This is an optimization exercise on Yosys and OpenROAD, whose aim is small area, a short achievable clock period and few clock cycles per item, not a production implementation. The RTL was checked by simulation tests, not by an equivalence proof against the original design. Power and IR drop assume default switching activity.

## flow/design.v

```verilog
`timescale 1ns / 1ps
module md5_crack(
  input clk,
  input reset_n,
  input start,               
  input [31:0] first,        
  input [127:0] target,      
  output done,               
  output found,              
  output [31:0] password     
    );
wire [0:127] passwd_hash = target;
localparam [3:0] S_MAIN_INIT = 0,     S_MAIN_WAIT = 1,     S_MAIN_IDLE = 2,     S_MAIN_RESET = 3,
				 S_MAIN_MEMSET = 4,   S_MAIN_MEMCPY = 5,   S_MAIN_BREAK = 6,    S_MAIN_IF_ELSE = 7,
				 S_MAIN_ASSIGN1 = 8,  S_MAIN_ROTATE = 9,   S_MAIN_ASSIGN2 = 10, S_MAIN_ADD_CHUNK = 11,
				 S_MAIN_STORE = 12,   S_MAIN_COMPARE = 13, S_MAIN_BUF = 14,     S_MAIN_SHOW = 15;
reg [31:0]  h0;
reg [31:0]  h1;
reg [31:0]  h2;
reg [31:0]  h3;
reg [31:0]  a;
reg [31:0]  b;
reg [31:0]  c;
reg [31:0]  d;
reg [31:0]  f;
reg [31:0]  g;
reg [31:0]  temp;
reg [31:0]  x;
reg [31:0]  y;
reg [31:0]  z;
reg done_r;
reg [7:0]msg[0:119];
reg [7:0]index[0:7];
reg [31:0]w[0:15];
reg [7:0]hash[0:15];
reg [3:0]    P,P_next;
reg [31:0]   i;
reg finish;
wire last_index = (index[0] == 8'h39) && (index[1] == 8'h39) && (index[2] == 8'h39) && (index[3] == 8'h39) &&
                  (index[4] == 8'h39) && (index[5] == 8'h39) && (index[6] == 8'h39) && (index[7] == 8'h39);
assign done = (P == S_MAIN_SHOW);
assign found = finish;
assign password = { index[0][3:0], index[1][3:0], index[2][3:0], index[3][3:0],
                    index[4][3:0], index[5][3:0], index[6][3:0], index[7][3:0] };
function [31:0] r_rom(input [5:0] n);
  case (n[5:4])
    2'd0: case (n[1:0]) 2'd0: r_rom = 32'd7; 2'd1: r_rom = 32'd12; 2'd2: r_rom = 32'd17; default: r_rom = 32'd22; endcase
    2'd1: case (n[1:0]) 2'd0: r_rom = 32'd5; 2'd1: r_rom = 32'd9;  2'd2: r_rom = 32'd14; default: r_rom = 32'd20; endcase
    2'd2: case (n[1:0]) 2'd0: r_rom = 32'd4; 2'd1: r_rom = 32'd11; 2'd2: r_rom = 32'd16; default: r_rom = 32'd23; endcase
    default: case (n[1:0]) 2'd0: r_rom = 32'd6; 2'd1: r_rom = 32'd10; 2'd2: r_rom = 32'd15; default: r_rom = 32'd21; endcase
  endcase
endfunction
function [31:0] k_rom(input [5:0] n);
  case (n)
    6'd0 : k_rom = 32'hd76aa478; 6'd1 : k_rom = 32'he8c7b756; 6'd2 : k_rom = 32'h242070db; 6'd3 : k_rom = 32'hc1bdceee;
    6'd4 : k_rom = 32'hf57c0faf; 6'd5 : k_rom = 32'h4787c62a; 6'd6 : k_rom = 32'ha8304613; 6'd7 : k_rom = 32'hfd469501;
    6'd8 : k_rom = 32'h698098d8; 6'd9 : k_rom = 32'h8b44f7af; 6'd10: k_rom = 32'hffff5bb1; 6'd11: k_rom = 32'h895cd7be;
    6'd12: k_rom = 32'h6b901122; 6'd13: k_rom = 32'hfd987193; 6'd14: k_rom = 32'ha679438e; 6'd15: k_rom = 32'h49b40821;
    6'd16: k_rom = 32'hf61e2562; 6'd17: k_rom = 32'hc040b340; 6'd18: k_rom = 32'h265e5a51; 6'd19: k_rom = 32'he9b6c7aa;
    6'd20: k_rom = 32'hd62f105d; 6'd21: k_rom = 32'h02441453; 6'd22: k_rom = 32'hd8a1e681; 6'd23: k_rom = 32'he7d3fbc8;
    6'd24: k_rom = 32'h21e1cde6; 6'd25: k_rom = 32'hc33707d6; 6'd26: k_rom = 32'hf4d50d87; 6'd27: k_rom = 32'h455a14ed;
    6'd28: k_rom = 32'ha9e3e905; 6'd29: k_rom = 32'hfcefa3f8; 6'd30: k_rom = 32'h676f02d9; 6'd31: k_rom = 32'h8d2a4c8a;
    6'd32: k_rom = 32'hfffa3942; 6'd33: k_rom = 32'h8771f681; 6'd34: k_rom = 32'h6d9d6122; 6'd35: k_rom = 32'hfde5380c;
    6'd36: k_rom = 32'ha4beea44; 6'd37: k_rom = 32'h4bdecfa9; 6'd38: k_rom = 32'hf6bb4b60; 6'd39: k_rom = 32'hbebfbc70;
    6'd40: k_rom = 32'h289b7ec6; 6'd41: k_rom = 32'heaa127fa; 6'd42: k_rom = 32'hd4ef3085; 6'd43: k_rom = 32'h04881d05;
    6'd44: k_rom = 32'hd9d4d039; 6'd45: k_rom = 32'he6db99e5; 6'd46: k_rom = 32'h1fa27cf8; 6'd47: k_rom = 32'hc4ac5665;
    6'd48: k_rom = 32'hf4292244; 6'd49: k_rom = 32'h432aff97; 6'd50: k_rom = 32'hab9423a7; 6'd51: k_rom = 32'hfc93a039;
    6'd52: k_rom = 32'h655b59c3; 6'd53: k_rom = 32'h8f0ccc92; 6'd54: k_rom = 32'hffeff47d; 6'd55: k_rom = 32'h85845dd1;
    6'd56: k_rom = 32'h6fa87e4f; 6'd57: k_rom = 32'hfe2ce6e0; 6'd58: k_rom = 32'ha3014314; 6'd59: k_rom = 32'h4e0811a1;
    6'd60: k_rom = 32'hf7537e82; 6'd61: k_rom = 32'hbd3af235; 6'd62: k_rom = 32'h2ad7d2bb; default: k_rom = 32'heb86d391;
  endcase
endfunction
always@(posedge clk)begin
    if(~reset_n) begin
        P <= S_MAIN_WAIT;
		end
    else begin
		P <= P_next;
		end
end
always@(*)begin
    case (P)
        S_MAIN_INIT:
            P_next = S_MAIN_WAIT;
		S_MAIN_WAIT:
			if (start == 1) P_next = S_MAIN_IDLE;
			else P_next = S_MAIN_WAIT;
		S_MAIN_IDLE:
			P_next = S_MAIN_RESET;
		S_MAIN_RESET:
			P_next = S_MAIN_MEMSET;
		S_MAIN_MEMSET:
			P_next = S_MAIN_MEMCPY;
		S_MAIN_MEMCPY:
			P_next = S_MAIN_BREAK;
		S_MAIN_BREAK:
			P_next = S_MAIN_IF_ELSE;
		S_MAIN_IF_ELSE:
			P_next = S_MAIN_ASSIGN1;
		S_MAIN_ASSIGN1:
			P_next = S_MAIN_ROTATE;
		S_MAIN_ROTATE:
			P_next = S_MAIN_ASSIGN2;
		S_MAIN_ASSIGN2:
			if (done_r == 1) P_next = S_MAIN_ADD_CHUNK;
			else P_next = S_MAIN_IF_ELSE;
		S_MAIN_ADD_CHUNK:
			P_next = S_MAIN_STORE;
		S_MAIN_STORE:
			P_next = S_MAIN_COMPARE;
		S_MAIN_COMPARE:
			P_next = S_MAIN_BUF;
		S_MAIN_BUF:
			if (finish == 1 || last_index) P_next = S_MAIN_SHOW;
			else P_next = S_MAIN_IDLE;
		S_MAIN_SHOW:
			if (start == 1) P_next = S_MAIN_IDLE;
			else P_next = S_MAIN_SHOW;
    endcase
end
always @(posedge clk) begin
	if ((P == S_MAIN_WAIT || P == S_MAIN_SHOW) && P_next == S_MAIN_IDLE) begin
		{ index[0], index[1], index[2], index[3], index[4], index[5], index[6], index[7] } <=
		{ 4'h3, first[31:28], 4'h3, first[27:24], 4'h3, first[23:20], 4'h3, first[19:16],
		  4'h3, first[15:12], 4'h3, first[11:8],  4'h3, first[7:4],   4'h3, first[3:0] };
		end else if (P == S_MAIN_BUF && P_next == S_MAIN_IDLE) begin
			if (index[7] != 8'h39) index[7] <= index[7] + 1;
			else if (index[6] != 8'h39) begin index[6] <= index[6] + 1; index[7] <= 8'h30; end
			else if (index[5] != 8'h39) begin index[5] <= index[5] + 1; index[7] <= 8'h30; index[6] <= 8'h30; end
			else if (index[4] != 8'h39) begin index[4] <= index[4] + 1; index[7] <= 8'h30; index[6] <= 8'h30; index[5] <= 8'h30; end
			else if (index[3] != 8'h39) begin index[3] <= index[3] + 1; index[7] <= 8'h30; index[6] <= 8'h30; index[5] <= 8'h30; index[4] <= 8'h30; end
			else if (index[2] != 8'h39) begin index[2] <= index[2] + 1; index[7] <= 8'h30; index[6] <= 8'h30; index[5] <= 8'h30; index[4] <= 8'h30; index[3] <= 8'h30; end
			else if (index[1] != 8'h39) begin index[1] <= index[1] + 1; index[7] <= 8'h30; index[6] <= 8'h30; index[5] <= 8'h30; index[4] <= 8'h30; index[3] <= 8'h30; index[2] <= 8'h30; end
			else if (index[0] != 8'h39) begin index[0] <= index[0] + 1; index[7] <= 8'h30; index[6] <= 8'h30; index[5] <= 8'h30; index[4] <= 8'h30; index[3] <= 8'h30; index[2] <= 8'h30; index[1] <= 8'h30; end
			end
end
integer m;
always @(posedge clk) begin
	if (P == S_MAIN_MEMSET) begin
		for (m = 0; m < 120; m = m + 1) msg[m] <= 8'h0;
		end
    if (P == S_MAIN_MEMCPY) begin
        { msg[0], msg[1], msg[2], msg[3], msg[4], msg[5], msg[6], msg[7], msg[8]} <=
        { index[0], index[1], index[2], index[3], index[4], index[5], index[6], index[7], 8'd128} ;
        msg[56] <= {8'd64};
        end
end
always @(posedge clk) begin
	if (P == S_MAIN_BREAK) begin
		w[0 ] <= { msg[3 ], msg[2 ], msg[1 ], msg[0 ]};
		w[1 ] <= { msg[7 ], msg[6 ], msg[5 ], msg[4 ]};
		w[2 ] <= { msg[11], msg[10], msg[9 ], msg[8 ]};
		w[3 ] <= { msg[15], msg[14], msg[13], msg[12]};
		w[4 ] <= { msg[19], msg[18], msg[17], msg[16]};
		w[5 ] <= { msg[23], msg[22], msg[21], msg[20]};
		w[6 ] <= { msg[27], msg[26], msg[25], msg[24]};
		w[7 ] <= { msg[31], msg[30], msg[29], msg[28]};
		w[8 ] <= { msg[35], msg[34], msg[33], msg[32]};
		w[9 ] <= { msg[39], msg[38], msg[37], msg[36]};
		w[10] <= { msg[43], msg[42], msg[41], msg[40]};
		w[11] <= { msg[47], msg[46], msg[45], msg[44]};
		w[12] <= { msg[51], msg[50], msg[49], msg[48]};
		w[13] <= { msg[55], msg[54], msg[53], msg[52]};
		w[14] <= { msg[59], msg[58], msg[57], msg[56]};
		w[15] <= { msg[63], msg[62], msg[61], msg[60]};
		end
end
always @(posedge clk) begin
	if (P == S_MAIN_IF_ELSE) begin
		if (i < 16) begin
			f <= (b & c) | ((~b) & d);
			g <= i;
		end else if (i < 32) begin
			f <= (d & b) | ((~d) & c);
			g <= (5*i + 1) % 16;
		end else if (i < 48) begin
			f <= b ^ c ^ d;
			g <= (3*i + 5) % 16;
		end else begin
			f <= c ^ (b | (~d));
			g <= (7*i) % 16;
		end
	end
end
always @(posedge clk) begin
    if (P == S_MAIN_BREAK) begin c <= h2; d <= h3; end
	if (P == S_MAIN_ASSIGN1) begin
		temp <= d;
		d <= c;
		c <= b;
		x <= a + f + k_rom(i[5:0]) + w[g[3:0]];
		y <= r_rom(i[5:0]);
		end
end
always @(posedge clk) begin
	if (P == S_MAIN_ROTATE) begin
		z <= (((x) << (y)) | ((x) >> (32 - (y))));
		end
end
always @(posedge clk) begin
    if (P == S_MAIN_RESET) begin  i <= 32'd0; done_r <= 0; end
    if (P == S_MAIN_ADD_CHUNK)  done_r <= 0;
    if (P == S_MAIN_BREAK) begin a <= h0; b <= h1; end
	if (P == S_MAIN_ASSIGN2) begin
		b <= b + z;
		a <= temp;
		if (i < 32'd64) begin
			i <= i + 32'd1;
			done_r <= (i >= 32'd62);
			end
		end
end
always @(posedge clk) begin
    if (P == S_MAIN_RESET) begin
		h0 <= 32'h67452301;
		h1 <= 32'hefcdab89;
		h2 <= 32'h98badcfe;
		h3 <= 32'h10325476;
		end
	if (P == S_MAIN_ADD_CHUNK) begin
		h0 <= h0 + a;
        h1 <= h1 + b;
        h2 <= h2 + c;
        h3 <= h3 + d;
		end
end
always @(posedge clk) begin
	if (P == S_MAIN_RESET) begin
        { hash[0 ], hash[1 ], hash[2 ], hash[3 ], hash[4 ], hash[5 ], hash[6 ], hash[7 ],
           hash[8 ], hash[9 ], hash[10], hash[11], hash[12], hash[13], hash[14], hash[15]} <=
        { 8'd0, 8'd0, 8'd0, 8'd0, 8'd0, 8'd0, 8'd0, 8'd0,
          8'd0, 8'd0, 8'd0, 8'd0, 8'd0, 8'd0, 8'd0, 8'd0};
        end
	if (P == S_MAIN_STORE) begin
		hash[0 ] <= h0[7 :0 ];
		hash[1 ] <= h0[15:8 ];
		hash[2 ] <= h0[23:16];
		hash[3 ] <= h0[31:24];
		hash[4 ] <= h1[7 :0 ];
		hash[5 ] <= h1[15:8 ];
		hash[6 ] <= h1[23:16];
		hash[7 ] <= h1[31:24];
		hash[8 ] <= h2[7 :0 ];
		hash[9 ] <= h2[15:8 ];
		hash[10] <= h2[23:16];
		hash[11] <= h2[31:24];
		hash[12] <= h3[7 :0 ];
		hash[13] <= h3[15:8 ];
		hash[14] <= h3[23:16];
		hash[15] <= h3[31:24];
		end
end
always @(posedge clk) begin
    if (P == S_MAIN_RESET) finish <= 0;
	if (P == S_MAIN_COMPARE) begin
		if ( hash[0 ] == passwd_hash[0  :7  ] && hash[1 ] == passwd_hash[8  :15 ] && hash[2 ] == passwd_hash[16 :23 ] && hash[3 ] == passwd_hash[24 :31 ] &&
			 hash[4 ] == passwd_hash[32 :39 ] && hash[5 ] == passwd_hash[40 :47 ] && hash[6 ] == passwd_hash[48 :55 ] && hash[7 ] == passwd_hash[56 :63 ] &&
			 hash[8 ] == passwd_hash[64 :71 ] && hash[9 ] == passwd_hash[72 :79 ] && hash[10] == passwd_hash[80 :87 ] && hash[11] == passwd_hash[88 :95 ] &&
		     hash[12] == passwd_hash[96 :103] && hash[13] == passwd_hash[104:111] && hash[14] == passwd_hash[112:119] && hash[15] == passwd_hash[120:127] )
			 finish <= 1;
			 else finish <= 0;
		end
end
endmodule
```

## flow/run.sh

```bash
#!/bin/bash
# synth_recipe.tcl (not shown) runs the flow's synth.tcl, then flattens the netlist and writes it again
# the make line also repeats each setting of config.mk as NAME=value (left out here)
make -C /OpenROAD-flow-scripts/flow DESIGN_CONFIG=/design/flow/config.mk WORK_HOME=/design/flow/orfs CLKGATE_MAP_FILE= SYNTH_SCRIPT=/design/flow/synth_recipe.tcl finish
```

## flow/config.mk

```make
export PLATFORM = sky130hd
export DESIGN_NAME = md5_crack
export DESIGN_NICKNAME = md5_crack
export VERILOG_FILES = /design/flow/design.v
export SDC_FILE = /design/flow/constraint.sdc
export NUM_CORES = 4
export LEC_CHECK = 0
export CAP_MARGIN = 20
export CORE_MARGIN = 2
export CORE_UTILIZATION = 40
export SLEW_MARGIN = 20
```

## flow/constraint.sdc

```tcl
create_clock -name core_clock -period 5.0 [get_ports {clk}]
set_input_delay 1.0000 -clock core_clock [delete_from_list [all_inputs] [get_ports {clk}]]
set_output_delay 1.0000 -clock core_clock [all_outputs]
set_load 0.01 [all_outputs]
```

==> key figures <==
Timing
  – TNS Setup: 0 ns
  – Worst Clk Skew: ~0.023 ns
  – Max Clock Freq: roughly 0.22 GHz
  – Minimum clock period: about 4.6 ns
  – Final setup fails: 0
  – Fin. max-slew vios: 0
  – RSZ-0062 raised after global routing: false
  – Final period utilization: between 90% and 100%
  – Worst Tran Pin Value: between 1 and 1.5 ns
  – Fin. Hold Viols: 0
  – Slew Limit Headroom: 24.4%
  – Worst setup slack after layout: ~0.35 ns

Detailed routing
  – Residual DRC: 0
  – Vias: slightly above 40,000
  – DRT iter0 DRCs: around 5,400
  – Antenna Nets Post-Route: 0
  – Total Wirelength: around 180 mm
  – Pre-antenna DRT Iters: 7
  – Wire length per cell: 26.3 um
  – DR vias/cell: ~6

Final layout
  – Area grow syn2layout: 13.4%
  – Non-filler cells, final: approximately 6,800
  – Reg area: roughly 23,000 um2
  – Layout cell share with drive strength beyond 1: a little under a tenth
  – Commonest non-fill, non-tap cell in the layout: edfxtp_1
  – Most frequent cells in the layout: edfxtp_1 (683), nand2_1 (549), o21ai_0 (371)
  – Multi-input logic area: 25,700 um2
  – # fillers: 11,600
  – Final instance area: ~57,000 um2
  – Final #Nets: between 5,000 and 6,000

Global routing
  – Initial antenna violation count: 12
  – Gr ovfl total: 0
  – Largest net degree at the start of global routing: between 100 and 150
  – Global-route usage over all layers: a little over a quarter
  – Vias in the first global route: 37,800
  – First-pass GRT wire length: ~260 mm

Clock network
  – CTS max path bufs: 3
  – TritonCTS Buffers: 89
  – CTS Hold Bufs: 0
  – Post-CTS setup buffers: 0
  – CTS tree: built
  – Sink Count: just under 800
  – Worst skew pair latency: ~0.7 ns
  – Clock transition at path regs: 0.07 ns
  – # resized after CTS: 0
  – Clk root buf: clkbuf_16
  – CTS H-tree depth: 3

Worst setup path
  – Critical-path cell list: nor3_1, and2_1, buf_4, a22o_1, fa_1, ha_1, a21oi_1, o21ai_1, nor4_1, a21oi_1, o311a_1, a41o_1, or4_1, a31o_1, a21oi_2, xnor2_1
  – Critical path's most frequent cell: a21oi_1
  – Worst path required time: ~5.5 ns
  – Crit Path Max Fanout: 12
  – Crit path max-delay cell type: edfxtp_1
  – Type of element launching the critical path: flip-flop
  – Arrival time worst endpoint: a little over 5 ns
  – Crit Path Class: reg2reg
  – Crit end category: flip-flop
  – CP max stage delay: around 0.43 ns

Synthesis
  – Largest family of logic cells by synthesized area: compound AO/OA/AOI/OAI gates
  – Post-synthesis mux area share: roughly 4.7%
  – Compound-cell area share of the yosys netlist: 16.5%
  – Simple-gate portion of the synthesized area: ~16%
  – Number of synthesis warnings: 5
  – Post-Syn Area per Cell: roughly 10 um2
  – Synth top area share: 41.0%
  – Xor/xnor cell area share of the yosys netlist: under 10%
  – Net Count, Synth: 5,426
  – FFs w/ async S/R, synth: 0%
  – Sequential area share after synthesis: ~45%
  – Post-synthesis cell area: around 50,000 um2
  – Synth area leader: edfxtp_1
  – Post-synth top flop: edfxtp_1
  – Synth Area in Adders: 8.57%
  – Dominant cells by area after synthesis: edfxtp_1 (41%), ha_1 (5.8%), nand2_1 (4.1%)
  – Post-synth EDFFs: about 680
  – Unique masters post-synth: 100
  – Yosys reg bits: slightly below 800
  – Mapped Cells: 4,962

Power and ir drop
  – Comb pwr share: roughly an eighth
  – Leak: ~21 nW
  – Share of power burned in registers: a little under half
  – Total power: about 17 mW
  – Clk pwr share: about two fifths
  – Max IR drop VDD: ~0.00026 V
  – Cell Int Power: around 12 mW
  – Sw Ratio: approximately a quarter
  – NetSw: between 4 and 5 mW
  – Cell area power density: 294 nW/um2

Min path
  – Worst min-delay path class: reg2reg

Die
  – # rows: 129
  – I/O pin cnt: about 200
  – Die area: around 130,000 um2
  – Die Wd: approximately 360 um
  – Core area: about 120,000 um2
  – Initial cell density of the core: between 40% and 50%
  – Die Y: between 300 and 400 um

Placement
  – IO Port Bufs: a little under 200
  – Placed cell count: ~6,600
  – GPL Wtd Cong: 0.957
  – Setup WS pre-CTS: approximately 0.39 ns
  – Dpl cell area: approximately 54,000 um2
  – HPWL after detailed placement: about 130 mm

Job
  – Max-cap viol count: 0

Status
  – Outcome: no timing/DRC/antenna violations
==> critical path, delay by kind of cell, from the launching register on <==
kind                       cells  cell delay, ns
AOI/OAI and AO/OA              8            1.79
and+or+nand+nor                4            1.11
adders and majority gates      2            0.80
DFF                            1            0.43
buffers and inverters          1            0.19
xor gates and xnor gates       1            0.07
==> final timing paths <==
| path | cells past startpoint | startpoint | endpoint | slack (ns) |
|---|---|---|---|---|
| setup / recovery | 16 | g[3]$_DFFE_PN_ | x[30]$_DFFE_PP_ | 0.35 |
| hold / removal | 0 | msg[3][7]$_SDFFCE_PN0P_ | w[0][31]$_DFFE_PP_ | 0.41 |
| setup reg to reg | 16 | g[3]$_DFFE_PN_ | x[30]$_DFFE_PP_ | 0.35 |
| hold reg to reg | 0 | msg[3][7]$_SDFFCE_PN0P_ | w[0][31]$_DFFE_PP_ | 0.41 |
==> cell families (layout without fill, tap and decap cells) <==
kind of cell	Yosys count	after routing
buffers and inverters	446	599
AND/OR/NAND/NOR	1642	1642
flip-flops	785	785
XOR/XNOR	328	328
multiplexers	192	192
other	0	1
adder cells (fa/ha/maj)	301	301
AO/OA/AOI/OAI	1268	1268
==> state kept, by name, indices dropped and copies added (netlist names), 4 cells and up, named ones only <==
signal and cells:
g 4, temp 32, x 32, f 32, w 65, h1 32, z 32, h3 32
h2 32, a 32, d 32, b 32, i 32, h0 32, index 64, P 4
msg 65, y 5, c 32, hash 128
==> metrics by stage <==
stage | hold WS [ns] | util [%]
floorplan | 0.400 | -
finish | 0.413 | 45.8
CTS | 0.414 | 45.8
detailed placement | 0.405 | 43.4
global placement | 0.403 | 43.4
global route | 0.422 | 45.8
==> per-layer routing <==
layer	vias up	GRT usage, %	part of all wire, %
met4	8	9.69	4.0
met5	-	0	0.034
met3	312	4.06	7.2
li1	18600	-	-
met1	19900	39.0	44
met2	1852	42.1	45
==> area by class of cell <==
cell class | count | share of cell area (%)
inverter | 114 | 0.755
antenna | 1 | 0.00441
clock inverter | 51 | 1.02
timing repair buffer | 319 | 5.22
sequential | 785 | 39.8
clock buffer | 115 | 4.23
multi-input combinational | 3731 | 45.4
tap | 1637 | 3.61
==> power by group through the flow <==
| stage | logic (mW) | clock network (mW) | registers, mW |
|---|---|---|---|
| after floorplan | 1.33 | 0 | 7.80 |
| after global placement | 2.04 | 0 | 7.95 |
| after detailed placement | 2.05 | 0 | 7.96 |
| after CTS | 2.07 | 6.85 | 7.82 |
| after global routing | 2.26 | 7.09 | 7.85 |
| final | 2.08 | 6.76 | 7.83 |
==> Yosys cell counts (39+ instances only) <==
| cell type | instances |
|---|---|
| o21ai_0 | 371 |
| buf_2 | 39 |
| a211oi_1 | 43 |
| nand3_1 | 78 |
| a31oi_1 | 71 |
| nor2b_1 | 45 |
| nand4_1 | 41 |
| nand2_1 | 551 |
| o31ai_1 | 47 |
| xor2_1 | 182 |
| mux2_2 | 103 |
| o211ai_1 | 44 |
| and3_1 | 158 |
| and2_1 | 76 |
| edfxtp_1 | 683 |
| inv_1 | 103 |
| xnor2_1 | 146 |
| nor2_1 | 378 |
| nand2b_1 | 58 |
| a21o_1 | 67 |
| ha_1 | 232 |
| fa_1 | 69 |
| mux2i_1 | 64 |
| nor3_1 | 126 |
| nor4_1 | 43 |
| dfxtp_1 | 102 |
| clkbuf_1 | 227 |
| a21oi_1 | 278 |
Testbench counts, summed over its fixed seeds: cycles 2,120,329, candidates 8,001.

==> port drivers added, routing unchanged <==
How much do the figures lean on ideal ports? The routed layout below was timed once more, with nothing changed but the port constraints.
Step 1, drivers: a clkbuf_16 drives clk and a buf_2 each remaining input, both assumed.
Step 2 adds t to the input delays and takes it off the output delays; t is the mean of the earliest and latest rising clock arrival at the registers after step 1. Input paths then give back, and output paths get back, about the clock's delay inside the block.
Three values: ideal ports, drivers, drivers and shift; two values: the first two.
shift t [ns]: 0.762
slack for setup (ns): 0.354 / 0.354 / 0.354
worst hold slack (ns): 0.413 / 0.413 / 0.413
latest minus earliest clock arrival (ns): 0.026 / 0.026
After both steps setup and hold are still met in this run. The setup slack of this run moves by 0.000 ns with the drivers and by 0.000 ns with both steps.
